What follows belongs to an exercise in optimizing a design on an open flow for small area and a short achievable clock period; a production flow would make more cautious choices.
Where RTL was checked, it was by simulation tests only, not by an equivalence proof against the original.
The RTL of run 7 was laid out without a check of its function.

==> config.mk <==
export PLATFORM = sky130hd
export DESIGN_NAME = fir_16tap
export DESIGN_NICKNAME = fir_16tap
export VERILOG_FILES = /design/flow/design.v
export SDC_FILE = /design/flow/constraint.sdc
export NUM_CORES = 4
export LEC_CHECK = 0
export CAP_MARGIN = 20
export CORE_MARGIN = 2
export CORE_UTILIZATION = 55
export SLEW_MARGIN = 20
export SYNTH_HIERARCHICAL = 1
==> constraint.sdc <==
create_clock -name core_clock -period 12.5 [get_ports {clk}]
set_input_delay 2.5000 -clock core_clock [delete_from_list [all_inputs] [get_ports {clk}]]
set_output_delay 2.5000 -clock core_clock [all_outputs]
set_load 0.01 [all_outputs]
==> design.v <==
module fir_16tap (
	input  wire               clk,
	input  wire               rst,
	input  wire signed [15:0] xin,
	output wire signed [35:0] yout
);
reg  [15:0] d [1:14];            
reg  [15:0] m;                   
reg  [22:0] y;
reg  [22:0] v;
reg  [3:0]  cnt;                 
wire        mv = &cnt[3:1];      
wire [15:0] mn = mv ? {~d[14][15], d[14][14:0]} : 16'h8000;
wire [15:0] xf = {~xin[15], xin[14:0]};
wire [22:0] y_n, v_n;
wire [22:0] p = {y[21:0], 1'b0} ^ v;    
wire [22:0] g = {y[21:0], 1'b0} & v;
fir_v u_v (.y(y), .m(m), .mn(mn), .s(v_n));
fir_y u_y (.p(p), .g(g), .xf(xf), .s(y_n));
integer k;
always @(posedge clk) begin
	d[1] <= xin;
	for (k = 2; k <= 14; k = k + 1)
		d[k] <= d[k-1];
end
always @(posedge clk) begin
	if (rst) begin
		cnt <= 4'd0;
		m   <= 16'h8000;
		y   <= 23'd0;
		v   <= 23'h7f8000;
	end else begin
		if (!(&cnt))
			cnt <= cnt + 4'd1;
		m   <= mn;
		y   <= y_n;
		v   <= v_n;
	end
end
assign yout = {{13{y[22]}}, y};
endmodule
module fir_v (
	input  wire [22:0] y,
	input  wire [15:0] m,
	input  wire [15:0] mn,
	output wire [22:0] s
);
wire s1 = ~m[1] ^ ~y[1] ^ 1'b1;
wire c2 = (~m[1] & ~y[1]) | (~m[1] & 1'b1) | (~y[1] & 1'b1);
wire s3 = m[0] ^ ~m[4] ^ ~y[4];
wire c4 = (m[0] & ~m[4]) | (m[0] & ~y[4]) | (~m[4] & ~y[4]);
wire s5 = m[1] ^ ~m[5] ^ ~y[5];
wire c6 = (m[1] & ~m[5]) | (m[1] & ~y[5]) | (~m[5] & ~y[5]);
wire s7 = m[2] ^ ~m[6] ^ ~y[6];
wire c8 = (m[2] & ~m[6]) | (m[2] & ~y[6]) | (~m[6] & ~y[6]);
wire s9 = m[3] ^ ~m[7] ^ ~y[7];
wire c10 = (m[3] & ~m[7]) | (m[3] & ~y[7]) | (~m[7] & ~y[7]);
wire s11 = m[4] ^ ~m[8] ^ ~y[8];
wire c12 = (m[4] & ~m[8]) | (m[4] & ~y[8]) | (~m[8] & ~y[8]);
wire s13 = m[5] ^ ~m[9] ^ ~y[9];
wire c14 = (m[5] & ~m[9]) | (m[5] & ~y[9]) | (~m[9] & ~y[9]);
wire s15 = m[6] ^ ~m[10] ^ ~y[10];
wire c16 = (m[6] & ~m[10]) | (m[6] & ~y[10]) | (~m[10] & ~y[10]);
wire s17 = m[7] ^ ~m[11] ^ ~y[11];
wire c18 = (m[7] & ~m[11]) | (m[7] & ~y[11]) | (~m[11] & ~y[11]);
wire s19 = m[8] ^ ~m[12] ^ ~y[12];
wire c20 = (m[8] & ~m[12]) | (m[8] & ~y[12]) | (~m[12] & ~y[12]);
wire s21 = m[9] ^ ~m[13] ^ ~y[13];
wire c22 = (m[9] & ~m[13]) | (m[9] & ~y[13]) | (~m[13] & ~y[13]);
wire s23 = m[10] ^ ~m[14] ^ ~y[14];
wire c24 = (m[10] & ~m[14]) | (m[10] & ~y[14]) | (~m[14] & ~y[14]);
wire s25 = m[11] ^ ~m[15] ^ ~y[15];
wire c26 = (m[11] & ~m[15]) | (m[11] & ~y[15]) | (~m[15] & ~y[15]);
wire s27 = m[12] ^ ~y[16] ^ ~mn[12];
wire c28 = (m[12] & ~y[16]) | (m[12] & ~mn[12]) | (~y[16] & ~mn[12]);
wire s29 = m[13] ^ ~y[17] ^ ~mn[13];
wire c30 = (m[13] & ~y[17]) | (m[13] & ~mn[13]) | (~y[17] & ~mn[13]);
wire s31 = m[14] ^ ~y[18] ^ ~mn[14];
wire c32 = (m[14] & ~y[18]) | (m[14] & ~mn[14]) | (~y[18] & ~mn[14]);
wire s33 = m[15] ^ ~y[19] ^ ~mn[15];
wire c34 = (m[15] & ~y[19]) | (m[15] & ~mn[15]) | (~y[19] & ~mn[15]);
wire s35 = c2 ^ ~m[2] ^ ~y[2];
wire c36 = (c2 & ~m[2]) | (c2 & ~y[2]) | (~m[2] & ~y[2]);
wire s37 = s3 ^ ~mn[0] ^ 1'b1;
wire c38 = (s3 & ~mn[0]) | (s3 & 1'b1) | (~mn[0] & 1'b1);
wire s39 = c4 ^ s5 ^ ~mn[1];
wire c40 = (c4 & s5) | (c4 & ~mn[1]) | (s5 & ~mn[1]);
wire s41 = c6 ^ s7 ^ ~mn[2];
wire c42 = (c6 & s7) | (c6 & ~mn[2]) | (s7 & ~mn[2]);
wire s43 = c8 ^ s9 ^ ~mn[3];
wire c44 = (c8 & s9) | (c8 & ~mn[3]) | (s9 & ~mn[3]);
wire s45 = c10 ^ s11 ^ ~mn[4];
wire c46 = (c10 & s11) | (c10 & ~mn[4]) | (s11 & ~mn[4]);
wire s47 = c12 ^ s13 ^ ~mn[5];
wire c48 = (c12 & s13) | (c12 & ~mn[5]) | (s13 & ~mn[5]);
wire s49 = c14 ^ s15 ^ ~mn[6];
wire c50 = (c14 & s15) | (c14 & ~mn[6]) | (s15 & ~mn[6]);
wire s51 = c16 ^ s17 ^ ~mn[7];
wire c52 = (c16 & s17) | (c16 & ~mn[7]) | (s17 & ~mn[7]);
wire s53 = c18 ^ s19 ^ ~mn[8];
wire c54 = (c18 & s19) | (c18 & ~mn[8]) | (s19 & ~mn[8]);
wire s55 = c20 ^ s21 ^ ~mn[9];
wire c56 = (c20 & s21) | (c20 & ~mn[9]) | (s21 & ~mn[9]);
wire s57 = c22 ^ s23 ^ ~mn[10];
wire c58 = (c22 & s23) | (c22 & ~mn[10]) | (s23 & ~mn[10]);
wire s59 = c24 ^ s25 ^ ~mn[11];
wire c60 = (c24 & s25) | (c24 & ~mn[11]) | (s25 & ~mn[11]);
wire s61 = c26 ^ s27 ^ 1'b1;
wire c62 = (c26 & s27) | (c26 & 1'b1) | (s27 & 1'b1);
wire s63 = c28 ^ s29 ^ 1'b1;
wire c64 = (c28 & s29) | (c28 & 1'b1) | (s29 & 1'b1);
wire s65 = c30 ^ s31 ^ 1'b1;
wire c66 = (c30 & s31) | (c30 & 1'b1) | (s31 & 1'b1);
wire s67 = c32 ^ s33 ^ 1'b1;
wire c68 = (c32 & s33) | (c32 & 1'b1) | (s33 & 1'b1);
wire s69 = c36 ^ ~m[3] ^ ~y[3];
wire c70 = (c36 & ~m[3]) | (c36 & ~y[3]) | (~m[3] & ~y[3]);
wire s71 = c68 ^ c34 ^ ~y[20];
wire c72 = (c68 & c34) | (c68 & ~y[20]) | (c34 & ~y[20]);
wire s73 = c72 ^ ~y[21] ^ 1'b1;
wire c74 = (c72 & ~y[21]) | (c72 & 1'b1) | (~y[21] & 1'b1);
wire s75 = c74 ^ ~y[22] ^ 1'b1;
wire vp76 = ~m[0] ^ ~y[0];
wire vg77 = ~m[0] & ~y[0];
wire vp78 = c70 ^ s37;
wire vg79 = c70 & s37;
wire vp80 = c38 ^ s39;
wire vg81 = c38 & s39;
wire vp82 = c40 ^ s41;
wire vg83 = c40 & s41;
wire vp84 = c42 ^ s43;
wire vg85 = c42 & s43;
wire vp86 = c44 ^ s45;
wire vg87 = c44 & s45;
wire vp88 = c46 ^ s47;
wire vg89 = c46 & s47;
wire vp90 = c48 ^ s49;
wire vg91 = c48 & s49;
wire vp92 = c50 ^ s51;
wire vg93 = c50 & s51;
wire vp94 = c52 ^ s53;
wire vg95 = c52 & s53;
wire vp96 = c54 ^ s55;
wire vg97 = c54 & s55;
wire vp98 = c56 ^ s57;
wire vg99 = c56 & s57;
wire vp100 = c58 ^ s59;
wire vg101 = c58 & s59;
wire vp102 = c60 ^ s61;
wire vg103 = c60 & s61;
wire vp104 = c62 ^ s63;
wire vg105 = c62 & s63;
wire vp106 = c64 ^ s65;
wire vg107 = c64 & s65;
wire vp108 = c66 ^ s67;
wire vg109 = c66 & s67;
wire [22:0] vsum110 = {s75,s73,s71,c66,c64,c62,c60,c58,c56,c54,c52,c50,c48,c46,c44,c42,c40,c38,c70,s69,s35,s1,~m[0]} + {1'b0,1'b0,1'b0,s67,s65,s63,s61,s59,s57,s55,s53,s51,s49,s47,s45,s43,s41,s39,s37,1'b0,1'b0,1'b0,~y[0]};
assign s = {vsum110[22],vsum110[21],vsum110[20],vsum110[19],vsum110[18],vsum110[17],vsum110[16],vsum110[15],vsum110[14],vsum110[13],vsum110[12],vsum110[11],vsum110[10],vsum110[9],vsum110[8],vsum110[7],vsum110[6],vsum110[5],vsum110[4],vsum110[3],vsum110[2],vsum110[1],vsum110[0]};
endmodule
module fir_y (
	input  wire [22:0] p,
	input  wire [22:0] g,
	input  wire [15:0] xf,
	output wire [22:0] s
);
wire q1 = p[0] ^ xf[0];
wire k2 = g[0] | (p[0] & xf[0]);
wire q3 = p[1] ^ xf[1];
wire k4 = g[1] | (p[1] & xf[1]);
wire q5 = p[2] ^ xf[2];
wire k6 = g[2] | (p[2] & xf[2]);
wire q7 = p[3] ^ xf[3];
wire k8 = g[3] | (p[3] & xf[3]);
wire q9 = p[4] ^ xf[4];
wire k10 = g[4] | (p[4] & xf[4]);
wire q11 = p[5] ^ xf[5];
wire k12 = g[5] | (p[5] & xf[5]);
wire q13 = p[6] ^ xf[6];
wire k14 = g[6] | (p[6] & xf[6]);
wire q15 = p[7] ^ xf[7];
wire k16 = g[7] | (p[7] & xf[7]);
wire q17 = p[8] ^ xf[8];
wire k18 = g[8] | (p[8] & xf[8]);
wire q19 = p[9] ^ xf[9];
wire k20 = g[9] | (p[9] & xf[9]);
wire q21 = p[10] ^ xf[10];
wire k22 = g[10] | (p[10] & xf[10]);
wire q23 = p[11] ^ xf[11];
wire k24 = g[11] | (p[11] & xf[11]);
wire q25 = p[12] ^ xf[12];
wire k26 = g[12] | (p[12] & xf[12]);
wire q27 = p[13] ^ xf[13];
wire k28 = g[13] | (p[13] & xf[13]);
wire q29 = p[14] ^ xf[14];
wire k30 = g[14] | (p[14] & xf[14]);
wire q31 = p[15] ^ xf[15];
wire k32 = g[15] | (p[15] & xf[15]);
wire yp33 = k2 ^ q3;
wire yg34 = k2 & q3;
wire yp35 = k4 ^ q5;
wire yg36 = k4 & q5;
wire yp37 = k6 ^ q7;
wire yg38 = k6 & q7;
wire yp39 = k8 ^ q9;
wire yg40 = k8 & q9;
wire yp41 = k10 ^ q11;
wire yg42 = k10 & q11;
wire yp43 = k12 ^ q13;
wire yg44 = k12 & q13;
wire yp45 = k14 ^ q15;
wire yg46 = k14 & q15;
wire yp47 = k16 ^ q17;
wire yg48 = k16 & q17;
wire yp49 = k18 ^ q19;
wire yg50 = k18 & q19;
wire yp51 = k20 ^ q21;
wire yg52 = k20 & q21;
wire yp53 = k22 ^ q23;
wire yg54 = k22 & q23;
wire yp55 = k24 ^ q25;
wire yg56 = k24 & q25;
wire yp57 = k26 ^ q27;
wire yg58 = k26 & q27;
wire yp59 = k28 ^ q29;
wire yg60 = k28 & q29;
wire yp61 = k30 ^ q31;
wire yg62 = k30 & q31;
wire yp63 = k32 ^ p[16];
wire yg64 = k32 & p[16];
wire yp65 = g[16] ^ p[17];
wire yg66 = g[16] & p[17];
wire yp67 = g[17] ^ p[18];
wire yg68 = g[17] & p[18];
wire yp69 = g[18] ^ p[19];
wire yg70 = g[18] & p[19];
wire yp71 = g[19] ^ p[20];
wire yg72 = g[19] & p[20];
wire yp73 = g[20] ^ p[21];
wire yg74 = g[20] & p[21];
wire yp75 = g[21] ^ p[22];
wire yg76 = g[21] & p[22];
wire [22:0] ysum77 = {g[21],g[20],g[19],g[18],g[17],g[16],k32,k30,k28,k26,k24,k22,k20,k18,k16,k14,k12,k10,k8,k6,k4,k2,q1} + {p[22],p[21],p[20],p[19],p[18],p[17],p[16],q31,q29,q27,q25,q23,q21,q19,q17,q15,q13,q11,q9,q7,q5,q3,1'b0};
assign s = {ysum77[22],ysum77[21],ysum77[20],ysum77[19],ysum77[18],ysum77[17],ysum77[16],ysum77[15],ysum77[14],ysum77[13],ysum77[12],ysum77[11],ysum77[10],ysum77[9],ysum77[8],ysum77[7],ysum77[6],ysum77[5],ysum77[4],ysum77[3],ysum77[2],ysum77[1],ysum77[0]};
endmodule
==> flow/run.sh <==
#!/bin/bash
# The standard layout, with:
# - ORFS synthesis run through flow/my_synth.tcl, which is synth_recipe.tcl
#   with Yosys's abc pass given flow/abc.script and the full-adder
#   extraction limited to full adders in module fir_v;
# - a tighter setup target for timing repair;
# - small port buffers;
# - a clock tree of small buffers without dummy loads.
# make's output goes to make.log.
set -euo pipefail
export MY_ABC_SCRIPT="$PWD/flow/abc.script"
export MY_EXTRACT_FA="-fa fir_v"
bash standard.sh \
  "SYNTH_SCRIPT=$PWD/flow/my_synth.tcl" \
  SETUP_SLACK_MARGIN=8.4 \
  "BUFFER_PORTS_ARGS=-buffer_cell sky130_fd_sc_hd__buf_2" \
  "CTS_ARGS=-sink_clustering_enable -repair_clock_nets -dont_use_dummy_load -buf_list {sky130_fd_sc_hd__clkbuf_8} -sink_clustering_size 20 -sink_clustering_max_diameter 50" \
  finish > make.log 2>&1
==> flow/abc.script <==
&get -n
&st
&dch
&nf -R 1000
&put
topo
stime -c
==> flow/my_synth.tcl <==
proc synth {args} { yosys synth -nofsm -noshare {*}$args }
proc abc {args} {
  set i [lsearch -exact $args -script]
  if {$i >= 0 && [info exists ::env(MY_ABC_SCRIPT)]} { lset args [expr {$i + 1}] $::env(MY_ABC_SCRIPT) }
  yosys abc {*}$args
}
proc extract_fa {args} {
  if {[info exists ::env(MY_EXTRACT_FA)]} { set args $::env(MY_EXTRACT_FA) }
  yosys extract_fa {*}$args
}
source $::env(SCRIPTS_DIR)/synth.tcl
# left out here: clear keep_hierarchy, flatten, clean up, hide names made inside functions, write 1_2_yosys.v
==> standard.sh <==
#!/bin/bash
# synth_recipe.tcl (not shown) runs the flow's synth.tcl, then flattens the netlist and writes it again
# the make line also repeats each setting of config.mk as NAME=value (left out here)
make -C /OpenROAD-flow-scripts/flow DESIGN_CONFIG=/design/flow/config.mk WORK_HOME=/design/flow/orfs CLKGATE_MAP_FILE= SYNTH_SCRIPT=/design/flow/synth_recipe.tcl "${@:-finish}"
==> results of run 1 <==
==> Yosys cell counts <==
master	number	area, sq um
o21a_1	4	30.03
a211oi_1	1	7.510
nand4_1	2	12.51
nor3b_1	1	7.510
nor2b_1	59	369.1
o21ai_0	34	170.2
o21bai_1	1	7.510
maj3_1	1	10.01
buf_4	14	105.1
nand2_1	52	195.2
nand3b_1	1	7.510
o41ai_1	2	17.52
nor2_1	99	371.6
and2_0	40	250.2
nand3_1	14	70.07
or3_1	1	6.260
conb_1	1	3.750
nor3_1	7	35.03
a21boi_0	3	22.52
xor2_1	37	324.1
clkinv_1	46	172.7
o31ai_1	3	22.52
dfxtp_1	290	5806
nand2b_1	3	18.77
xnor2_1	65	569.3
fa_1	30	600.6
a41oi_1	1	8.760
and3_1	3	18.77
a21o_1	5	37.54
o211ai_1	1	7.510
o2111ai_1	1	8.760
a31oi_1	5	31.28
or2_0	9	56.30
a21oi_1	54	270.3
==> critical path: stages <==
cell and delay [ns]:
buf_2 0.12, and2_4 0.17, nor2_2 0.06, xnor2_2 0.28, a21oi_2 0.13, and3_1 0.21
a21oi_2 0.21, a21oi_4 0.11, o41ai_2 0.37, xnor2_1 0.10, nor2b_1 0.13
==> flip-flops by register name, indices dropped and copies added, names as in the netlist <==
signal	cells
v	23
y	23
m	16
d	224
cnt	4
==> per-stage QoR <==
stage | hold WS, ns | area [sq um] | utilization | worst slack [ns]
2_1_floorplan | 0.3096 | 9803 | - | 8.401
3_3_place_gp | 0.3096 | 10250 | 0.5948 | 7.882
3_5_place_dp | 0.3121 | 10250 | 0.5948 | 7.930
4_1_cts | 0.2990 | 10580 | 0.6140 | 8.449
5_1_grt | 0.2901 | 10740 | 0.6231 | 8.326
6_report | 0.2968 | 10740 | 0.6231 | 8.472
==> layer usage <==
layer	global-route usage	share of wire	up-vias	wire length, um
li1	-	-	2930	-
met1	0.2568	0.46	2734	8106
met2	0.3119	0.44	144	7624
met3	0.04213	0.054	38	936
met4	0.08912	0.045	0	792
met5	0	0	-	0
==> placed cells by master, fill, tap and decap left out, types with 6 or more instances in the layout <==
master	instances
dfxtp_1	290
nor2_1	96
xnor2_1	58
nor2b_1	57
buf_2	53
nand2_1	51
clkinv_1	46
a21oi_1	44
and2_0	38
fa_1	30
o21ai_0	29
xor2_1	25
clkbuf_8	24
nand3_1	14
xor2_2	12
or2_0	9
a21oi_2	8
xnor2_2	6
==> Yosys stat by module, one instance, submodules excluded <==
module / cells / area [sq um] / flops+latches
fir_y: 200 / 1199 / 0
fir_v: 230 / 1697 / 0
fir_16tap: 460 / 6756 / 290
==> cell type report <==
type                            count  share of cell area
Sequential cell                   290              0.5405
Multi-Input combinational cell    540              0.3589
Clock buffer                       24             0.03075
Tap cell                          225             0.02621
Inverter                           46             0.01608
Timing Repair Buffer               57             0.02749
==> kinds of logic (layout without fill, tap and decap cells) <==
kind of cell / after synthesis / in the layout / share of synthesized area
buffers and inverters: 60 / 127 / 0.02878
DFF: 290 / 290 / 0.6015
and+or+nand+nor: 291 / 291 / 0.1470
other: 1 / 1 / 0.0003885
xor gates and xnor gates: 102 / 102 / 0.09256
adders and majority gates: 31 / 31 / 0.06326
AOI/OAI and AO/OA: 115 / 115 / 0.06650
==> repair_timing <==
item / 4_1_cts / 5_1_grt
endpoints found under the setup margin: 2 / 10
resized for setup: 1 / 23
setup buffers: 0 / 3
pin swaps: 0 / 5
==> final timing paths <==
kind | end | startpoint | cells past startpoint | slack (ns)
hold reg to reg | d[7][15] | d[6][15] | 0 | 0.30
setup reg to reg | v[22] | cnt[1] | 16 | 8.65
setup / recovery | y[19] | xin[5] | 11 | 8.47
hold / removal | d[7][15] | d[6][15] | 0 | 0.30
==> out/results.tsv, run 1 <==
metric	value	unit
drt_wl_total	17460	um
dp.cells	1155	
drc	0	
netlist_area	9652	sq um
clk_path_buf_depth	3	
tritoncts	built	
status	complete, no violations	
slew_headroom	0.5092	
chipHeight	136.5	um
drive_gt1_frac	0.1306	
grt_pass1_vias	5972	
stdcell_count	1182	
fp.dieW	136.5	um
fillers	1417	
gp_congestion	0.9061	
synth_seq_area_share	0.6015	
coreArea	17240	sq um
grt_pass1_wl	28880	um
synth.distinct_cells	34	
io-pin-count	54	
fin_crit_sh	0.3223	
synth_warnings	8	
rsz0062_at_grt	yes	
row_count	48	
worstSetupPathType	in -> reg	
antenna_found_initial	0	
grt_max_degree	67	
place_hpwl	12450	um
numCtsBuffers	24	
start_util	0.5600	
endpoint_kind	flop	
tns	0	ns
finalSetupViolCount	0	
crit_fanout	4	
grt_util_all_layers	0.1962	
drt-pass1-iter-count	5	
num_vias	5846	
synth_area_per_cell	10.84	sq um
postCtsHoldBufs	0	
diodes	0	
ant_nets	0	
multi_input_comb_area	3855	sq um
slew_viol_final	0	
wire_per_inst	14.77	um
clockRootBuffer	clkbuf_8	
fin_worst_skew	0.06654	ns
synth_nets	938	
clk_latency	0.56	ns
synthCells	890	
regArea	5806	sq um
overflow	0	
area_delta_synth_final	11.28	%
hold_class	reg -> reg	
cap_violations	0	
htree_num_levels	1	
clk_pin_slew	0.09	ns
max_freq	248.2	MHz
cp-start-kind	input pin	
vias_per_cell	4.946	
io_buffers	53	
hold_violations	0	
clock_sinks	290	
cp_data_required_time	12.85	ns
dieArea	18620	sq um
fin_crit	4.028	ns
worst_slew_pin_slew	0.7362	ns
first_iter_violations	315	
worstPathArrival	4.38	ns
nets	1007	
ys_ff_latch	290	
==> run 2: changes to the inputs <==
--- a/config.mk
+++ b/config.mk
@@ -8,5 +8,5 @@
 export CAP_MARGIN = 20
 export CORE_MARGIN = 2
-export CORE_UTILIZATION = 55
+export CORE_UTILIZATION = 60
 export SLEW_MARGIN = 20
 export SYNTH_HIERARCHICAL = 1
==> out/results.tsv, run 2 <==
metric	value	unit	change
dieArea	17120	sq um	-8.1%
ys_ff_latch	290		unchanged
synth_most_common_cell	dfxtp_1		
clk_path_buf_depth	3		unchanged
grt_max_degree	67		unchanged
synth_top_area_cell	dfxtp_1		
wire_per_inst	15.40	um	+4.2%
rsz0062_at_grt	yes		
numCtsBuffers	23		-4.2%
fin_crit	3.951	ns	-0.07729 ns
fp.dieW	130.8	um	-4.1%
cp-start-kind	input pin		
grt_pass1_vias	5937		-0.59%
overflow	0		unchanged
hold_class	reg -> reg		
nets	1004		-0.30%
io_buffers	53		unchanged
synth_edf_count	0		unchanged
diodes	0		unchanged
first_iter_violations	261		-17%
synth_nets	938		unchanged
row_count	46		-4.2%
synthCells	890		unchanged
vias_per_cell	4.938		-0.17%
io-pin-count	54		unchanged
ys.flop_type	dfxtp_1		
crit_buf_inv	1		unchanged
synthMuxAreaShare	0		unchanged
drc	0		unchanged
worst_path_max_delay_cell	o31ai_2		
worst_slack	8.549	ns	+0.07729 ns
cap_violations	0		unchanged
num_vias	5777		-1.2%
chipHeight	130.8	um	-4.1%
synth_top_area_share	0.6015		unchanged
worst_slew_pin_slew	0.7225	ns	-0.01366 ns
synth-xor-area-share	0.09256		unchanged
grtUsageMet3	0.03583		-0.006302
synthTopCellsByArea	dfxtp_1 60%, fa_1 6.2%, xnor2_1 5.9%, nor2_1 3.9%, nor2b_1 3.8%		
crit_fanout	3		-1
status	complete, no violations		
ant_nets	0		unchanged
async_reset_ff_frac	0		unchanged
synth_warnings	8		unchanged
postCtsHoldBufs	0		unchanged
hold_end	d[14][14]		
largest-register	d		
crit_chain	buf_2 -> xnor2_4 -> xor2_2 -> a21oi_2 -> nand3b_1 -> and3_1 -> a21oi_2 -> a21oi_2 -> o31ai_2 -> xor2_1 -> nor2b_1		
cp_data_required_time	12.87	ns	+0.02 ns
place_hpwl	13480	um	+8.2%
max_stage_delay	0.29	ns	-0.08 ns
hold_violations	0		unchanged
worstSetupPathType	in -> reg		
endpoint_kind	flop		
path_common_cell	a21oi_2		
synth_area_per_cell	10.84	sq um	unchanged
met2_usage	0.3631		+0.05111
synth_compound_area_frac	0.06650		unchanged
layout_commonest_cell	dfxtp_1		
grt_util_all_layers	0.2184		+0.02222
fillers	1202		-15%
worstPathArrival	4.33	ns	-0.05 ns
drt_wl_total	18010	um	+3.2%
drt-pass1-iter-count	4		-1
grt-busiest-layer	met2		
synth_seq_area_share	0.6015		unchanged
top_regs	d: 224 flops, v: 23 flops, y: 23 flops		
grt_pass1_wl	29100	um	+0.79%
max_freq	253.1	MHz	+2.0%
clockRootBuffer	clkbuf_8		
clock_sinks	290		unchanged
rr_startpoint	cnt[1]		
pre_cts_slack	7.947	ns	+0.01670 ns
antenna_found_initial	0		unchanged
drive_gt1_frac	0.1226		-0.007975
use_met1	0.2922		+0.03539
synth.distinct_cells	34		unchanged
fin_worst_skew	0.04580	ns	-0.02074 ns
tritoncts	built		
coreArea	15830	sq um	-8.2%
r2r_cells	17		+1
dpl_cell_area	10240	sq um	-0.11%
clk_pin_slew	0.10	ns	about the same
crit_family	compound AO/OA/AOI/OAI gates		
start_util	0.6098		+0.04984
slew_viol_final	0		unchanged
slew_headroom	0.5183		+0.009106
htree_num_levels	1		unchanged
synth_top_cells_by_count	290 x dfxtp_1, 99 x nor2_1, 65 x xnor2_1		
r2r_end	v[22]		
fin_area	10650	sq um	-0.83%
clk_latency	0.55	ns	about the same
fin_crit_sh	0.3161		-0.006183
tns	0	ns	unchanged
synthSimpleGateAreaFrac	0.1470		unchanged
r2r_slack	8.75	ns	+0.10 ns
synth_top_family_by_area	simple AND/OR/NAND/NOR gates		
hp-start	d[13][14]		
synth_fa_ha_area_frac	0.06326		unchanged
gp_congestion	0.8865		-2.2%
layout_common_cells	290 x dfxtp_1, 96 x nor2_1, 58 x xnor2_1		
largest_register_ffs	224		unchanged
finalSetupViolCount	0		unchanged
whs_path_depth	0		unchanged
cp.depth	11		unchanged
area_delta_synth_final	10.36	%	
netlist_area	9652	sq um	unchanged
[run 2: cell count changes in the layout (fill, tap and decap cells not counted), sizes merged]
cell / before / now
buf: 57 / 55
clkbuf: 24 / 23
[run 2: worst max path at each step]
stage             from  endpoint  slack (ns)
6_report        xin[2]     y[15]        8.55
2_1_floorplan   xin[6]     y[16]        8.40
3_3_place_gp   xin[12]     y[22]        7.96
3_5_place_dp    xin[2]     y[22]        7.95
4_1_cts         cnt[1]     v[22]        8.48
5_1_grt         xin[8]     y[21]        8.38
[run 2: cell families (layout without fill, tap and decap cells)]
logic type / Yosys count / count (layout)
DFF: 290 / 290
and+or+nand+nor: 291 / 291
AOI/OAI and AO/OA: 115 / 115
other: 1 / 1
adders and majority gates: 31 / 31
buffers and inverters: 60 / 124
xor gates and xnor gates: 102 / 102
[run 2: area by class of cell]
cell class	count	area (sq um)	area share
sequential	290	5806	0.5450
multi-input combinational	540	3806	0.3573
clock buffer	23	316.6	0.02972
timing repair buffer	55	280.3	0.02631
tap	216	270.3	0.02537
inverter	46	172.7	0.01621
[run 2: per-stage QoR]
step | std cells | hold WS (ns) | utilization
2_1_floorplan | 890 | 0.3096 | -
3_3_place_gp | 1146 | 0.3095 | 0.6470
3_5_place_dp | 1146 | 0.3121 | 0.6470
4_1_cts | 1169 | 0.2975 | 0.6670
5_1_grt | 1170 | 0.3009 | 0.6730
6_report | 1170 | 0.2969 | 0.6730
[run 2: worst register-to-register path, stage by stage (launching register included)]
cell,delay [ns]
dfxtp_1,0.44
and3_2,0.43
and2_0,0.22
clkinv_1,0.10
fa_1,0.52
xor2_1,0.34
nand2_1,0.09
nand2_1,0.10
a211oi_1,0.05
nor2_1,0.21
nand3_1,0.11
nand2_1,0.17
nand4_1,0.13
o211ai_1,0.21
nand2_1,0.15
nor2_1,0.13
xnor2_1,0.08
or2_0,0.20
[run 2: repair_timing]
action                                  4_1_cts  5_1_grt
hold endpoints to repair                      0        0
setup buffers                                 0        1
resized for setup                             0       17
endpoints found under the setup margin        0       12
[run 2: modules after synthesis, one instance, submodules excluded]
module	copies in the design	cells	cell area, sq um
fir_16tap	1	460	6756
fir_y	1	200	1199
fir_v	1	230	1697
[run 2: layer usage]
| metal | part of all wire | wire [um] |
|---|---|---|
| met1 | 0.47 | 8430 |
| met2 | 0.46 | 8220 |
| met3 | 0.041 | 744 |
| met4 | 0.034 | 617 |
| met5 | 0 | 0 |
==> run 3: changes to the inputs <==
--- a/flow/run.sh
+++ b/flow/run.sh
@@ -13,5 +13,5 @@
 bash standard.sh \
   "SYNTH_SCRIPT=$PWD/flow/my_synth.tcl" \
-  SETUP_SLACK_MARGIN=8.4 \
+  SETUP_SLACK_MARGIN=8.45 \
   "BUFFER_PORTS_ARGS=-buffer_cell sky130_fd_sc_hd__buf_2" \
   "CTS_ARGS=-sink_clustering_enable -repair_clock_nets -dont_use_dummy_load -buf_list {sky130_fd_sc_hd__clkbuf_8} -sink_clustering_size 20 -sink_clustering_max_diameter 50" \
==> out/results.tsv, run 3 <==
metric	value	unit	change
status	complete, no violations		
holdWs	0.2623	ns	-0.03467 ns
grt_util_all_layers	0.2163		-0.002192
wire_per_inst	15.29	um	-0.71%
synthTopCellsByArea	dfxtp_1 60%, fa_1 6.2%, xnor2_1 5.9%, nor2_1 3.9%, nor2b_1 3.8%		
clock_sinks	290		unchanged
pre_cts_slack	7.860	ns	-0.08748 ns
ys_ff_latch	290		unchanged
clk_latency	0.54	ns	about the same
io-pin-count	54		unchanged
gp_congestion	0.8808		-0.64%
synth_area_per_cell	10.84	sq um	unchanged
hp-start	d[9][3]		
rr_startpoint	y[1]		
start_util	0.6098		unchanged
crit_family	simple AND/OR/NAND/NOR gates		
drive_gt1_frac	0.1357		+0.01306
whs_path_depth	0		unchanged
fin_worst_skew	0.07037	ns	+0.02457 ns
r2r_end	v[19]		
drc	0		unchanged
first_iter_violations	268		+2.7%
crit_chain	buf_2 -> xnor2_2 -> xor2_2 -> nand3_1 -> nand2_2 -> clkinv_1 -> o21ai_2 -> nand3_1 -> nand2_1 -> a41oi_1 -> xnor2_1 -> nor2b_1		
synth_edf_count	0		unchanged
ant_nets	0		unchanged
layout_common_cells	290 x dfxtp_1, 95 x nor2_1, 57 x nor2b_1		
synth_seq_area_share	0.6015		unchanged
clockRootBuffer	clkbuf_8		
synth_warnings	8		unchanged
diodes	0		unchanged
cap_violations	0		unchanged
clk_pin_slew	0.11	ns	about the same
synth_most_common_cell	dfxtp_1		
clk_path_buf_depth	3		unchanged
drt_wl_total	17950	um	-0.37%
worst_path_max_delay_cell	o21ai_2		
max_stage_delay	0.25	ns	-0.04 ns
worstPathArrival	4.41	ns	+0.08 ns
chipHeight	130.8	um	unchanged
synth_nets	938		unchanged
grt_pass1_wl	28800	um	-1.0%
layout_commonest_cell	dfxtp_1		
area_delta_synth_final	11.45	%	
cp_data_required_time	12.85	ns	-0.02 ns
drt-pass1-iter-count	4		unchanged
r2r_slack	8.69	ns	-0.06 ns
dieArea	17120	sq um	unchanged
max_freq	246.1	MHz	-2.8%
htree_num_levels	1		unchanged
async_reset_ff_frac	0		unchanged
postCtsHoldBufs	0		unchanged
place_hpwl	13290	um	-1.4%
cp-start-kind	input pin		
largest-register	d		
fin_crit	4.063	ns	+0.1123 ns
synth_top_area_cell	dfxtp_1		
largest_register_ffs	224		unchanged
hold_class	reg -> reg		
overflow	0		unchanged
worst_slack	8.437	ns	-0.1123 ns
r2r_cells	12		-5
row_count	46		unchanged
rsz0062_at_grt	yes		
hold_violations	0		unchanged
top_regs	d: 224 flops, v: 23 flops, y: 23 flops		
synth_top_cells_by_count	290 x dfxtp_1, 99 x nor2_1, 65 x xnor2_1		
utilization	0.6796		+0.006641
fin_crit_sh	0.3251		+0.008986
tns	0	ns	unchanged
numCtsBuffers	24		+4.3%
grt_pass1_vias	5934		-0.051%
num_vias	5799		+0.38%
crit_buf_inv	2		+1
fp.dieW	130.8	um	unchanged
synth.distinct_cells	34		unchanged
worst_slew_pin_slew	0.7440	ns	+0.02150 ns
synthCells	890		unchanged
slew_headroom	0.5040		-0.01433
grt_max_degree	67		unchanged
ys.flop_type	dfxtp_1		
antenna_found_initial	0		unchanged
netlist_area	9652	sq um	unchanged
hold_end	d[10][3]		
tritoncts	built		
dp.cells	1146		unchanged
io_buffers	53		unchanged
worstSetupPathType	in -> reg		
vias_per_cell	4.940		about the same
nets	1008		+0.40%
fin_area	10760	sq um	+0.99%
crit_fanout	4		+1
stdcell_count	1174		+0.34%
path_common_cell	nand3_1		
coreArea	15830	sq um	unchanged
finalSetupViolCount	0		unchanged
synth_top_area_share	0.6015		unchanged
dpl_cell_area	10270	sq um	+0.29%
endpoint_kind	flop		
slew_viol_final	0		unchanged
==> run 3: cell types whose count changed in the layout (fill, tap and decap cells not counted), moves of 2 or more <==
cell	previous run	this run
buf_4	2	5
xnor2_1	58	56
xnor2_2	6	8
xor2_1	30	25
xor2_2	7	12
==> run 3: worst reg2reg max path, stage by stage (launching register included) <==
cell     delay, ns
dfxtp_1       0.36
and2_0        0.19
fa_1          0.41
fa_1          0.42
xnor2_1       0.16
nor3_1        0.43
nor2_1        0.15
nor3b_1       0.40
nor2_1        0.14
o21ai_0       0.47
a31oi_1       0.19
xnor2_1       0.17
or2_0         0.20
==> run 3: logic make-up after synthesis <==
kind of cell | after synthesis | share of synthesized area
adders and majority gates | 31 | 0.06326
DFF | 290 | 0.6015
AOI/OAI and AO/OA | 115 | 0.06650
other | 1 | 0.0003885
buffers and inverters | 60 | 0.02878
xor gates and xnor gates | 102 | 0.09256
and+or+nand+nor | 291 | 0.1470
==> run 3: routing by layer <==
metal / global-route usage / wire [um] / up-vias
met5: 0 / 0 / -
met4: 0.06571 / 431 / 0
met3: 0.03298 / 925 / 34
met2: 0.3646 / 8349 / 122
met1: 0.2902 / 8238 / 2723
li1: - / - / 2920
==> run 3: what timing repair did <==
action / CTS / global route
gates resized for setup: 3 / 19
pin swaps: 0 / 4
setup endpoints to repair: 5 / 9
buffers inserted: 0 / 4
==> run 3: worst max path at each step <==
stage          startpoint  slack [ns]  endpoint  cells after the start
2_1_floorplan      xin[4]        8.41     y[16]                     12
3_3_place_gp      xin[13]        7.88     y[22]                     10
3_5_place_dp       xin[5]        7.86     y[16]                     12
4_1_cts            xin[7]        8.46     y[16]                     11
5_1_grt            xin[9]        8.36     y[22]                     10
6_report           xin[3]        8.44     y[22]                     12
==> run 3: cell type report <==
class                           instances  area (sq um)
Clock buffer                           24         330.3
Fill cell                            1232          5071
Inverter                               46         172.7
Multi-Input combinational cell        540          3875
Sequential cell                       290          5806
Tap cell                              216         270.3
Timing Repair Buffer                   58         302.8
==> run 3: per-module statistics from Yosys, one instance, submodules excluded <==
module / cell area [sq um] / times used
fir_16tap: 6756 / 1
fir_v: 1697 / 1
fir_y: 1199 / 1
==> run 4: changes to the inputs <==
--- a/flow/run.sh
+++ b/flow/run.sh
@@ -13,5 +13,5 @@
 bash standard.sh \
   "SYNTH_SCRIPT=$PWD/flow/my_synth.tcl" \
-  SETUP_SLACK_MARGIN=8.45 \
+  SETUP_SLACK_MARGIN=8.35 \
   "BUFFER_PORTS_ARGS=-buffer_cell sky130_fd_sc_hd__buf_2" \
   "CTS_ARGS=-sink_clustering_enable -repair_clock_nets -dont_use_dummy_load -buf_list {sky130_fd_sc_hd__clkbuf_8} -sink_clustering_size 20 -sink_clustering_max_diameter 50" \
==> out/results.tsv, run 4 <==
metric	value	unit	change
status	complete, no violations		
antenna_found_initial	0		unchanged
fin_crit_sh	0.3225		-0.002611
htree_num_levels	1		unchanged
r2r_cells	16		+4
endpoint_kind	flop		
wire_per_inst	14.57	um	-4.7%
clk_path_buf_depth	3		unchanged
r2r_end	v[22]		
ant_nets	0		unchanged
dieArea	17120	sq um	unchanged
vias_per_cell	4.924		-0.31%
cp-start-kind	input pin		
highest_layer	met4		
nets	1005		-0.30%
synth_warnings	8		unchanged
async_reset_ff_frac	0		unchanged
cap_violations	0		unchanged
clockRootBuffer	clkbuf_8		
top_regs	d: 224 flops, v: 23 flops, y: 23 flops		
drt_wl_total	17060	um	-4.9%
io-pin-count	54		unchanged
chipHeight	130.8	um	unchanged
start_util	0.6098		unchanged
drive_gt1_frac	0.1099		-0.02575
grt_max_degree	67		unchanged
layout_common_cells	290 x dfxtp_1, 96 x nor2_1, 60 x xnor2_1		
ys.flop_type	dfxtp_1		
grt_util_all_layers	0.2063		-0.009940
io_buffers	53		unchanged
worstSetupPathType	in -> reg		
netlist_area	9652	sq um	unchanged
rr_startpoint	cnt[1]		
coreArea	15830	sq um	unchanged
diodes	0		unchanged
synth_top_cells_by_count	290 x dfxtp_1, 99 x nor2_1, 65 x xnor2_1		
synth_edf_count	0		unchanged
met2WireLength	7765	um	-7.0%
cp_data_required_time	12.91	ns	+0.06 ns
synth_seq_area_share	0.6015		unchanged
clk_latency	0.55	ns	about the same
largest_register_ffs	224		unchanged
synth_top_area_share	0.6015		unchanged
synth_area_per_cell	10.84	sq um	unchanged
hp-start	d[11][15]		
clk_pin_slew	0.10	ns	about the same
hold_class	reg -> reg		
worst_slew_pin_slew	0.7279	ns	-0.01614 ns
max_freq	248.1	MHz	+0.81%
worstPathArrival	4.44	ns	+0.03 ns
place_hpwl	12580	um	-5.3%
holdWs	0.2840	ns	+0.02171 ns
synth_top_area_cell	dfxtp_1		
rsz0062_at_grt	yes		
largest-register	d		
crit_fanout	3		-1
fp.dieW	130.8	um	unchanged
synthCells	890		unchanged
area_delta_synth_final	9.684	%	
crit_end	y[19]		
synth_most_common_cell	dfxtp_1		
hold_violations	0		unchanged
first_iter_violations	326		+22%
synth.distinct_cells	34		unchanged
startpoint	xin[1]		
slew_viol_final	0		unchanged
finalSetupViolCount	0		unchanged
drt-pass1-iter-count	5		+1
slew_headroom	0.5148		+0.01076
r2r_slack	8.64	ns	-0.05 ns
grt_pass1_vias	5725		-3.5%
overflow	0		unchanged
row_count	46		unchanged
wl_met1	8082	um	-1.9%
wl_met3	766	um	-17%
layout_commonest_cell	dfxtp_1		
fin_crit	4.031	ns	-0.03264 ns
ys_ff_latch	290		unchanged
numCtsBuffers	23		-4.2%
tritoncts	built		
gp_congestion	0.8767		-0.47%
num_vias	5766		-0.57%
synth_nets	938		unchanged
grt_pass1_wl	27610	um	-4.1%
synthTopCellsByArea	dfxtp_1 60%, fa_1 6.2%, xnor2_1 5.9%, nor2_1 3.9%, nor2b_1 3.8%		
fin_worst_skew	0.06050	ns	-0.009872 ns
drc	0		unchanged
tns	0	ns	unchanged
clock_sinks	290		unchanged
## run 4: cell counts after synthesis
Identical to the previous run, type by type.
## run 4: cells by family (layout without fill, tap and decap cells)
kind of cell    after synthesis  count (layout)  synth area share
compound gates              115             115           0.06650
xor+xnor                    102             102           0.09256
fa+ha+maj                    31              31           0.06326
buf+inv                      60             125           0.02878
flops                       290             290            0.6015
other cells                   1               1         0.0003885
simple gates                291             291            0.1470
## run 4: critical path, stage by stage
cell and delay (ns):
buf_2 0.12, xor2_1 0.25, nor2b_4 0.22, a21oi_1 0.11
nand3b_1 0.21, and3_1 0.18, a21oi_2 0.18, a21oi_2 0.12
o41ai_2 0.31, xnor2_1 0.10, nor2b_1 0.13
## run 4: worst min-delay path by stage
stage	endpoint	slack (ns)	cells after the start
after detailed placement	d[10][7]	0.31	0
after global routing	d[12][15]	0.28	0
final	d[12][15]	0.28	0
after floorplan	d[10][0]	0.31	0
after CTS	d[12][15]	0.28	0
after global placement	d[12][15]	0.31	0
## run 4: Yosys stat by module (local to each module, per instance)
module / cells / flops+latches
fir_v: 230 / 0
fir_y: 200 / 0
fir_16tap: 460 / 290
## run 4: final cells by class
type / count / area [sq um]
Fill cell: 1243 / 5241
Sequential cell: 290 / 5806
Multi-Input combinational cell: 540 / 3734
Inverter: 46 / 172.7
Clock buffer: 23 / 316.6
Tap cell: 216 / 270.3
Timing Repair Buffer: 56 / 287.8
## run 4: layer usage
| metal | GRT usage | vias up |
|---|---|---|
| li1 | - | 2931 |
| met1 | 0.2798 | 2699 |
| met2 | 0.3404 | 103 |
| met3 | 0.03217 | 33 |
| met4 | 0.07009 | 0 |
| met5 | 0 | - |
## run 4: timing repair
item	in CTS	in global routing
endpoints found under the setup margin	2	9
cloned	0	0
buffers inserted	0	2
hold buffers	0	0
pin swaps	0	3
resized for setup	1	13
## run 4: per-stage QoR
step | area, sq um | setup WS (ns) | cells | util
3_3_place_gp | 10180 | 7.991 | 1146 | 0.6434
3_5_place_dp | 10180 | 7.886 | 1146 | 0.6434
6_report | 10590 | 8.469 | 1171 | 0.6689
5_1_grt | 10590 | 8.340 | 1171 | 0.6689
4_1_cts | 10500 | 8.452 | 1169 | 0.6635
2_1_floorplan | 9746 | 8.315 | 890 | -
==> run 5: changes to the inputs <==
--- a/flow/run.sh
+++ b/flow/run.sh
@@ -13,6 +13,6 @@
 bash standard.sh \
   "SYNTH_SCRIPT=$PWD/flow/my_synth.tcl" \
-  SETUP_SLACK_MARGIN=8.35 \
-  "BUFFER_PORTS_ARGS=-buffer_cell sky130_fd_sc_hd__buf_2" \
+  SETUP_SLACK_MARGIN=8.5 \
+  "BUFFER_PORTS_ARGS=-buffer_cell sky130_fd_sc_hd__buf_1" \
   "CTS_ARGS=-sink_clustering_enable -repair_clock_nets -dont_use_dummy_load -buf_list {sky130_fd_sc_hd__clkbuf_8} -sink_clustering_size 20 -sink_clustering_max_diameter 50" \
   finish > make.log 2>&1
==> flow/abc.script (replaced) <==
&get -n
&st
&dch
&nf -R 1000
&put
buffer -c
topo
stime -c
upsize -c
dnsize -c
--- a/config.mk
+++ b/config.mk
@@ -8,5 +8,5 @@
 export CAP_MARGIN = 20
 export CORE_MARGIN = 2
-export CORE_UTILIZATION = 60
+export CORE_UTILIZATION = 65
 export SLEW_MARGIN = 20
 export SYNTH_HIERARCHICAL = 1
==> out/results.tsv, run 5 <==
metric	value	unit	change
status	complete, no violations		
rr_startpoint	y[7]		
synth_top_area_share	0.5842		-0.01734
hold_class	reg -> reg		
synth_area_per_cell	11.07	sq um	+2.1%
fin_worst_skew	0.08843	ns	+0.02794 ns
ant_nets	0		unchanged
vias_per_cell	5.074		+3.0%
drive_gt1_frac	0.1649		+0.05499
hp-start	d[3][5]		
num_vias	5845		+1.4%
clk_latency	0.55	ns	about the same
drt-pass1-iter-count	4		-1
chipHeight	127.7	um	-2.4%
layout_commonest_cell	dfxtp_1		
coreArea	15090	sq um	-4.7%
clockRootBuffer	clkbuf_8		
synth_most_common_cell	dfxtp_1		
grt_max_degree	67		unchanged
synth_warnings	8		unchanged
drt_wl_total	18060	um	+5.8%
synthCells	898		+0.90%
synthTopCellsByArea	dfxtp_1 58%, fa_1 6.0%, xnor2_1 5.5%, nor2_1 3.4%, xor2_1 3.0%		
fin_area	11030	sq um	+4.2%
multi_input_comb_area	4188	sq um	+12%
io-pin-count	54		unchanged
grt_pass1_vias	5988		+4.6%
startpoint	xin[3]		
largest-register	d		
synth_nets	946		+0.85%
clk_pin_slew	0.11	ns	about the same
rsz0062_at_grt	yes		
ys.flop_type	dfxtp_1		
crit_fanout	4		+1
row_count	45		-2.2%
layout_common_cells	290 x dfxtp_1, 89 x nor2_1, 51 x xnor2_1		
netlist_area	9938	sq um	+3.0%
area_delta_synth_final	10.97	%	
synth.distinct_cells	56		+65%
first_iter_violations	327		+0.31%
place_hpwl	12990	um	+3.2%
dieArea	16290	sq um	-4.8%
numCtsBuffers	22		-4.3%
wire_per_inst	15.67	um	+7.6%
hold_violations	0		unchanged
dpl_cell_area	10330	sq um	+1.4%
start_util	0.6586		+0.04882
clk_path_buf_depth	3		unchanged
tns	0	ns	unchanged
fillers	1093		-12%
drc	0		unchanged
utilization	0.7308		+0.06199
synth_seq_area_share	0.5842		-0.01734
diodes	0		unchanged
cp_data_required_time	12.83	ns	-0.08 ns
fin_crit	3.953	ns	-0.07728 ns
slew_viol_final	0		unchanged
cap_violations	0		unchanged
finalSetupViolCount	0		unchanged
antenna_found_initial	0		unchanged
htree_num_levels	1		unchanged
overflow	0		unchanged
io_buffers	53		unchanged
regArea	5806	sq um	unchanged
largest_register_ffs	224		unchanged
cp-start-kind	input pin		
synth_top_cells_by_count	290 x dfxtp_1, 91 x nor2_1, 62 x xnor2_1		
nets	1014		+0.90%
worstPathArrival	4.28	ns	-0.16 ns
worstSetupPathType	in -> reg		
slew_headroom	0.5345		+0.01978
grt_util_all_layers	0.2234		+0.01713
grt_pass1_wl	28990	um	+5.0%
worst_slew_pin_slew	0.6982	ns	-0.02968 ns
endpoint_kind	flop		
async_reset_ff_frac	0		unchanged
top_regs	d: 224 flops, v: 23 flops, y: 23 flops		
synth_top_area_cell	dfxtp_1		
tritoncts	built		
gp_congestion	0.9124		+4.1%
fin_crit_sh	0.3163		-0.006182
ys_ff_latch	290		unchanged
clock_sinks	290		unchanged
synth_edf_count	0		unchanged
fp.dieW	127.7	um	-2.4%
max_freq	252.9	MHz	+2.0%
==> run 5: metrics by stage <==
stage               setup slack (ns)  instances  hold slack [ns]
finish                         8.547       1152           0.2773
global route                   8.457       1152           0.2832
CTS                            8.496       1141           0.2791
detailed placement             7.940       1118           0.3121
global placement               7.902       1118           0.3096
floorplan                      8.393        898           0.3096
==> run 5: timing repair <==
item / CTS / global route
resized for setup: 4 / 59
setup buffers: 1 / 11
setup endpoints to repair: 3 / 8
hold buffers: 0 / 0
pin swaps: 4 / 20
==> run 5: worst max-delay path, stage by stage <==
cell and delay [ns]:
clkbuf_2 0.15, xnor2_4 0.25, xor2_4 0.23, nand3_1 0.13
nand2_2 0.12, inv_1 0.06, o21ai_2 0.20, nand3_1 0.11
nand2_2 0.12, a41oi_2 0.11, xnor2_1 0.15, nor2b_1 0.13
==> run 5: layout make-up <==
cell class | count | area share
Clock buffer | 22 | 0.02746
Tap cell | 188 | 0.02133
Inverter | 46 | 0.01566
Multi-Input combinational cell | 540 | 0.3797
Timing Repair Buffer | 66 | 0.02939
Sequential cell | 290 | 0.5264
==> run 5: Yosys stat by module (local to each module, per instance) <==
module     cells  copies in the design  flip-flops and latches  cell area, sq um
fir_16tap    468                     1                     290              6842
fir_v        230                     1                       0              1749
fir_y        200                     1                       0              1348
==> run 5: cell families (layout without fill, tap and decap cells) <==
logic type,after synthesis,after routing,share of synthesized area
xor+xnor,102,102,0.09442
flops,290,290,0.5842
buf+inv,68,134,0.03185
simple gates,291,291,0.1560
other cells,1,1,0.0003773
compound gates,115,115,0.07176
fa+ha+maj,31,31,0.06144
==> run 5: layer usage <==
layer	wire, um	track usage	vias to the layer above
met5	0	0	-
met4	376	0.05947	0
met3	786	0.03631	31
met2	8379	0.3599	106
met1	8513	0.3179	2767
li1	-	-	2941
==> run 5: worst paths after layout <==
check | endpoint | slack, ns | cells past startpoint
worst max-delay path | y[22] | 8.55 | 12
worst min-delay path | d[4][5] | 0.28 | 0
worst min register to register | d[4][5] | 0.28 | 0
worst max register to register | v[22] | 8.85 | 15
==> run 6: changes to the inputs <==
--- a/flow/run.sh
+++ b/flow/run.sh
@@ -13,6 +13,6 @@
 bash standard.sh \
   "SYNTH_SCRIPT=$PWD/flow/my_synth.tcl" \
-  SETUP_SLACK_MARGIN=8.5 \
-  "BUFFER_PORTS_ARGS=-buffer_cell sky130_fd_sc_hd__buf_1" \
+  SETUP_SLACK_MARGIN=8.4 \
+  "BUFFER_PORTS_ARGS=-buffer_cell sky130_fd_sc_hd__buf_2" \
   "CTS_ARGS=-sink_clustering_enable -repair_clock_nets -dont_use_dummy_load -buf_list {sky130_fd_sc_hd__clkbuf_8} -sink_clustering_size 20 -sink_clustering_max_diameter 50" \
   finish > make.log 2>&1
==> flow/abc.script (replaced) <==
&get -n
&st
&dch
&nf -R 1000
&put
topo
stime -c
--- a/config.mk
+++ b/config.mk
@@ -6,7 +6,7 @@
 export NUM_CORES = 4
 export LEC_CHECK = 0
-export CAP_MARGIN = 20
+export CAP_MARGIN = 5
 export CORE_MARGIN = 2
 export CORE_UTILIZATION = 65
-export SLEW_MARGIN = 20
+export SLEW_MARGIN = 5
 export SYNTH_HIERARCHICAL = 1
==> out/results.tsv, run 6 <==
metric	value	unit	change
status	complete, no violations		
gp_congestion	0.8882		-2.7%
synthCells	890		-0.89%
drc	0		unchanged
layout_common_cells	290 x dfxtp_1, 95 x nor2_1, 61 x xnor2_1		
vias_per_cell	5.217		+2.8%
synthMuxAreaShare	0		unchanged
finalSetupViolCount	0		unchanged
holdWs	0.2883	ns	+0.01093 ns
nets	1002		-1.2%
antenna_found_initial	0		unchanged
synth-xor-area-share	0.09256		-0.001864
cap_violations	0		unchanged
fin_worst_skew	0.05493	ns	-0.03351 ns
synth_nets	938		-0.85%
io-pin-count	54		unchanged
clockRootBuffer	clkbuf_8		
fin_crit	4.021	ns	+0.06765 ns
clock_sinks	290		unchanged
utilization	0.7256		-0.005295
ant_nets	0		unchanged
drive_gt1_frac	0.1134		-0.05149
largest-register	d		
async_reset_ff_frac	0		unchanged
endpoint_kind	flop		
hold_class	reg -> reg		
synth_compound_area_frac	0.06650		-0.005259
cp_data_required_time	12.91	ns	+0.08 ns
layout_commonest_cell	dfxtp_1		
slew_headroom	0.4992		-0.03537
regArea	5806	sq um	unchanged
hold_violations	0		unchanged
start_util	0.6641		+0.005460
synth_warnings	8		unchanged
coreArea	14530	sq um	-3.7%
synth_area_per_cell	10.84	sq um	-2.0%
synth_fa_ha_area_frac	0.06326		+0.001824
clk_path_buf_depth	3		unchanged
num_vias	5926		+1.4%
fillers	987		-9.7%
chipHeight	125.9	um	-1.4%
grt_max_degree	67		unchanged
synth.distinct_cells	34		-39%
synth_top_family_by_area	simple AND/OR/NAND/NOR gates		
stdcell_count	1136		-1.4%
grt_util_all_layers	0.2385		+0.01502
synth_top_area_share	0.6015		+0.01734
synth_seq_area_share	0.6015		+0.01734
dieArea	15840	sq um	-2.8%
htree_num_levels	1		unchanged
grt_pass1_wl	29990	um	+3.4%
fin_area	10550	sq um	-4.4%
post-cts-setup-buffers	0		-1
rsz0062_at_grt	yes		
io_buffers	53		unchanged
drt-pass1-iter-count	5		+1
overflow	0		unchanged
synth_most_common_cell	dfxtp_1		
tritoncts	built		
row_count	44		-2.2%
fin_crit_sh	0.3217		+0.005412
cp-start-kind	input pin		
diodes	0		unchanged
postCtsHoldBufs	0		unchanged
first_iter_violations	285		-13%
slew_viol_final	0		unchanged
ys_ff_latch	290		unchanged
crit_fanout	3		-1
dpl_cell_area	10200	sq um	-1.2%
max_freq	248.7	MHz	-1.7%
synth_top_area_cell	dfxtp_1		
area_delta_synth_final	9.256	%	
top_regs	d: 224 flops, v: 23 flops, y: 23 flops		
numCtsBuffers	22		unchanged
worstSetupPathType	in -> reg		
fp.dieW	125.9	um	-1.4%
synthSimpleGateAreaFrac	0.1470		-0.008981
worstPathArrival	4.43	ns	+0.15 ns
ys.flop_type	dfxtp_1		
largest_register_ffs	224		unchanged
dp.cells	1114		-0.36%
drt_wl_total	18560	um	+2.8%
place_hpwl	13540	um	+4.3%
multi_input_comb_area	3761	sq um	-10%
synth_top_cells_by_count	290 x dfxtp_1, 99 x nor2_1, 65 x xnor2_1		
synth_edf_count	0		unchanged
netlist_area	9652	sq um	-2.9%
cts_resized	0		-4
worst_slew_pin_slew	0.7512	ns	+0.05305 ns
grt_pass1_vias	6008		+0.33%
wire_per_inst	16.34	um	+4.3%
clk_latency	0.54	ns	about the same
clk_pin_slew	0.11	ns	about the same
tns	0	ns	unchanged
synthTopCellsByArea	dfxtp_1 60%, fa_1 6.2%, xnor2_1 5.9%, nor2_1 3.9%, nor2b_1 3.8%		
run 6: path summary, 6_finish.rpt:
| kind | startpoint | end | slack (ns) | cells after the start |
|---|---|---|---|---|
| setup / recovery | xin[3] | y[16] | 8.48 | 11 |
| hold / removal | d[4][3] | d[5][3] | 0.29 | 0 |
| setup reg to reg | m[1] | v[19] | 8.70 | 12 |
| hold reg to reg | d[4][3] | d[5][3] | 0.29 | 0 |
run 6: Yosys stat by module (local to each module, per instance):
module     cells inside  flip-flops and latches  cell area [sq um]
fir_16tap           460                     290               6756
fir_v               230                       0               1697
fir_y               200                       0               1199
run 6: stage by stage:
step / setup WS [ns]
after floorplan: 8.401
after global placement: 7.972
after detailed placement: 7.921
after CTS: 8.516
after global routing: 8.358
final: 8.479
run 6: kinds of logic after synthesis:
group | after synthesis
buffers and inverters | 60
DFF | 290
AOI/OAI and AO/OA | 115
and+or+nand+nor | 291
other | 1
adders and majority gates | 31
xor gates and xnor gates | 102
run 6: routing by layer:
layer,global-route usage,part of all wire,vias to the layer above
met1,0.3182,0.45,2776
li1,-,-,2928
met2,0.3946,0.47,178
met4,0.08856,0.034,0
met3,0.04163,0.048,44
met5,0,0,-
run 6: cell type report:
cell class	instances	share of cell area
Multi-Input combinational cell	540	0.3567
Clock buffer	22	0.02871
Inverter	46	0.01637
Sequential cell	290	0.5505
Timing Repair Buffer	54	0.02587
Tap cell	184	0.02183
run 6: worst max-delay path, cell delays in order:
cell     delay [ns]
buf_2          0.12
a21oi_1        0.33
xnor2_1        0.22
nand2_1        0.14
nor2_1         0.16
a21oi_2        0.10
nor3_1         0.18
nor2_2         0.11
o31ai_1        0.31
xor2_1         0.11
nor2b_1        0.16
==> run 7: changes to the inputs <==
--- a/design.v
+++ b/design.v
@@ -10,11 +10,13 @@
 reg  [22:0] v;
 reg  [3:0]  cnt;                 
+reg         rr;                  
+wire [22:0] ye = rr ? 23'd0 : y;    
 wire        mv = &cnt[3:1];      
 wire [15:0] mn = mv ? {~d[14][15], d[14][14:0]} : 16'h8000;
 wire [15:0] xf = {~xin[15], xin[14:0]};
 wire [22:0] y_n, v_n;
-wire [22:0] p = {y[21:0], 1'b0} ^ v;    
-wire [22:0] g = {y[21:0], 1'b0} & v;
-fir_v u_v (.y(y), .m(m), .mn(mn), .s(v_n));
+wire [22:0] p = {ye[21:0], 1'b0} ^ v;   
+wire [22:0] g = {ye[21:0], 1'b0} & v;
+fir_v u_v (.y(ye), .m(m), .mn(mn), .s(v_n));
 fir_y u_y (.p(p), .g(g), .xf(xf), .s(y_n));
 integer k;
@@ -25,8 +27,11 @@
 end
 always @(posedge clk) begin
+	rr <= rst;
+	y  <= y_n;
+end
+always @(posedge clk) begin
 	if (rst) begin
 		cnt <= 4'd0;
 		m   <= 16'h8000;
-		y   <= 23'd0;
 		v   <= 23'h7f8000;
 	end else begin
@@ -34,9 +39,8 @@
 			cnt <= cnt + 4'd1;
 		m   <= mn;
-		y   <= y_n;
 		v   <= v_n;
 	end
 end
-assign yout = {{13{y[22]}}, y};
+assign yout = {{13{ye[22]}}, ye};
 endmodule
 module fir_v (
--- a/config.mk
+++ b/config.mk
@@ -6,7 +6,7 @@
 export NUM_CORES = 4
 export LEC_CHECK = 0
-export CAP_MARGIN = 5
+export CAP_MARGIN = 20
 export CORE_MARGIN = 2
 export CORE_UTILIZATION = 65
-export SLEW_MARGIN = 5
+export SLEW_MARGIN = 20
 export SYNTH_HIERARCHICAL = 1
==> out/results.tsv, run 7 <==
metric	value	unit	change
status	complete, no violations		
coreArea	14530	sq um	unchanged
hold_class	reg -> reg		
synth_warnings	8		unchanged
r2r_slack	8.58	ns	-0.12 ns
hold_end	d[14][1]		
numCtsBuffers	24		+9.1%
gp_congestion	0.8851		-0.35%
drive_gt1_frac	0.1258		+0.01233
tns	0	ns	unchanged
area_delta_synth_final	9.582	%	
vias_per_cell	5.248		+0.60%
async_reset_ff_frac	0		unchanged
fin_worst_skew	0.07222	ns	+0.01729 ns
synthCells	896		+0.67%
num_vias	6014		+1.5%
max_freq	242.7	MHz	-2.4%
top_regs	d: 224 flops, v: 23 flops, y: 23 flops		
dieArea	15860	sq um	+0.11%
ys_ff_latch	291		+0.34%
nets	1012		+1.0%
hp-start	d[13][1]		
r2r_end	v[22]		
layout_common_cells	290 x dfxtp_1, 101 x nor2_1, 59 x xnor2_1		
diodes	0		unchanged
ys.flop_type	dfxtp_1		
drt_wl_total	19690	um	+6.1%
worstSetupPathType	reg -> out		
grt_pass1_vias	6271		+4.4%
clk_pin_slew	0.11	ns	about the same
finalSetupViolCount	0		unchanged
slew_headroom	0.3873		-0.1119
ant_nets	0		unchanged
postCtsHoldBufs	0		unchanged
synth_edf_count	0		unchanged
clockRootBuffer	clkbuf_8		
largest_register_ffs	224		unchanged
first_iter_violations	338		+19%
largest-register	d		
worstPathArrival	1.62	ns	-2.81 ns
worst_slew_pin_slew	0.9190	ns	+0.1678 ns
grt_pass1_wl	31150	um	+3.9%
fin_crit	4.120	ns	+0.09869 ns
synth_top_area_share	0.6029		+0.001371
synthTopCellsByArea	dfxtp_1 60%, fa_1 6.2%, xnor2_1 6.0%, nor2_1 4.0%, nor2b_1 3.8%		
fp.dieW	125.9	um	about the same
grt_max_degree	45		-33%
htree_num_levels	1		unchanged
rr_startpoint	rr		
clock_sinks	291		+0.34%
cp_data_required_time	10.00	ns	-2.91 ns
r2r_cells	15		+3
wire_per_inst	17.18	um	+5.2%
io-pin-count	54		unchanged
netlist_area	9663	sq um	+0.12%
tritoncts	built		
drt-pass1-iter-count	5		unchanged
endpoint_kind	output pin		
worst_slack	8.380	ns	-0.09869 ns
chipHeight	125.9	um	about the same
synth_top_cells_by_count	291 x dfxtp_1, 102 x nor2_1, 66 x xnor2_1		
place_hpwl	13900	um	+2.7%
row_count	44		unchanged
clk_latency	0.56	ns	+0.02 ns
start_util	0.6649		+0.0007748
cap_violations	0		unchanged
synth_nets	944		+0.64%
synth_area_per_cell	10.78	sq um	-0.55%
overflow	0		unchanged
whs_path_depth	0		unchanged
io_buffers	53		unchanged
fin_area	10590	sq um	+0.42%
synth_top_area_cell	dfxtp_1		
synth_most_common_cell	dfxtp_1		
cp-start-kind	flop		
synth_seq_area_share	0.6029		+0.001371
synth.distinct_cells	32		-5.9%
pre_cts_slack	7.853	ns	-0.06766 ns
dpl_cell_area	10090	sq um	-1.0%
antenna_found_initial	0		unchanged
crit_fanout	23		+20
hold_violations	0		unchanged
grt_util_all_layers	0.2462		+0.007744
layout_commonest_cell	dfxtp_1		
drc	0		unchanged
fin_crit_sh	0.3296		+0.007895
slew_viol_final	0		unchanged
rsz0062_at_grt	yes		
clk_path_buf_depth	3		unchanged
[run 7: cells by family (layout without fill, tap and decap cells)]
family / after synthesis / in the layout / share of synthesized area
XOR/XNOR: 100 / 100 / 0.09064
adder cells (fa/ha/maj): 30 / 30 / 0.06215
buffers and inverters: 61 / 127 / 0.02913
AO/OA/AOI/OAI: 112 / 112 / 0.06358
AND/OR/NAND/NOR: 301 / 301 / 0.1512
flip-flops: 291 / 291 / 0.6029
other: 1 / 1 / 0.0003881
[run 7: critical path, stage by stage, from the launching register on]
cell and delay, ns:
dfxtp_4 0.47, nor2b_1 0.37, buf_2 0.21
[run 7: layout make-up]
type                       count  area (sq um)
fill                        1028          3945
tap                          184         230.2
timing repair buffer          56         287.8
inverter                      47         176.4
clock buffer                  24         330.3
sequential                   291          5829
multi-input combinational    544          3735
[run 7: per-module statistics from Yosys (local to each module, per instance)]
module | area (sq um) | cells | times used
fir_v | 1688 | 235 | 1
fir_y | 1199 | 200 | 1
fir_16tap | 6776 | 461 | 1
[run 7: timing repair]
item,CTS,global route
endpoints found under the setup margin,40,38
resized for setup,14,23
setup buffers,0,3
pin swaps,0,3
[run 7: routing by layer]
metal	GRT usage	wire length [um]	share of wire	vias up
met2	0.4228	9568	0.49	162
met3	0.04885	1060	0.054	44
li1	-	-	-	2938
met1	0.3136	8409	0.43	2870
met5	0	0	0	-
met4	0.08274	652	0.033	0
[run 7: worst max-delay path by stage]
stage | start | end | slack, ns
after detailed placement | xin[3] | y[22] | 7.85
after global placement | rr | v[22] | 7.98
after global routing | rr | v[22] | 8.28
final | rr | yout[21] | 8.38
after floorplan | xin[1] | y[15] | 8.40
after CTS | rr | yout[9] | 8.35
[run 7: stage by stage]
stage,util,hold WS (ns),std cells
floorplan,-,0.3096,896
global placement,0.6946,0.3096,1119
detailed placement,0.6946,0.3121,1119
CTS,0.7206,0.2873,1143
global route,0.7286,0.2910,1146
finish,0.7286,0.2910,1146

## re-timing with driven ports
In the flow no input, the clock included, has a driving cell. The finished layouts below were timed again as built, in two steps. Step 1 sets driving cells, clkbuf_16 on the clock port and buf_2 on the other inputs (assumed; they add their load-dependent delay and slew). Step 2, shift: input delay + t, output delay - t, t = (earliest + latest rising clock arrival at the registers) / 2. This alone moves slack from input paths to output paths. Slacks: no drivers / after step 1 / after step 2; pairs: no drivers / after step 1.
run | t, ns | setup WS [ns] | worst setup path after step 2 | worst register clock-pin slew, ns
run 1 | 0.564 | 8.472 / 8.491 / 7.927 | input to register | 0.11 / 0.11
run 2 | 0.567 | 8.549 / 8.567 / 8.000 | input to register | 0.11 / 0.11
run 3 | 0.549 | 8.437 / 8.454 / 7.905 | input to register | 0.11 / 0.11
run 4 | 0.563 | 8.469 / 8.486 / 7.923 | input to register | 0.11 / 0.11
run 5 | 0.542 | 8.547 / 8.559 / 8.016 | input to register | 0.11 / 0.11
run 6 | 0.556 | 8.479 / 8.500 / 7.944 | input to register | 0.11 / 0.11
run 7 | 0.558 | 8.380 / 8.344 / 7.914 | input to register | 0.11 / 0.11
After both steps setup and hold are still met in every run listed. For run 2, which loses most, drivers alone change the setup slack by +0.018 ns; drivers and shift together by -0.549 ns.
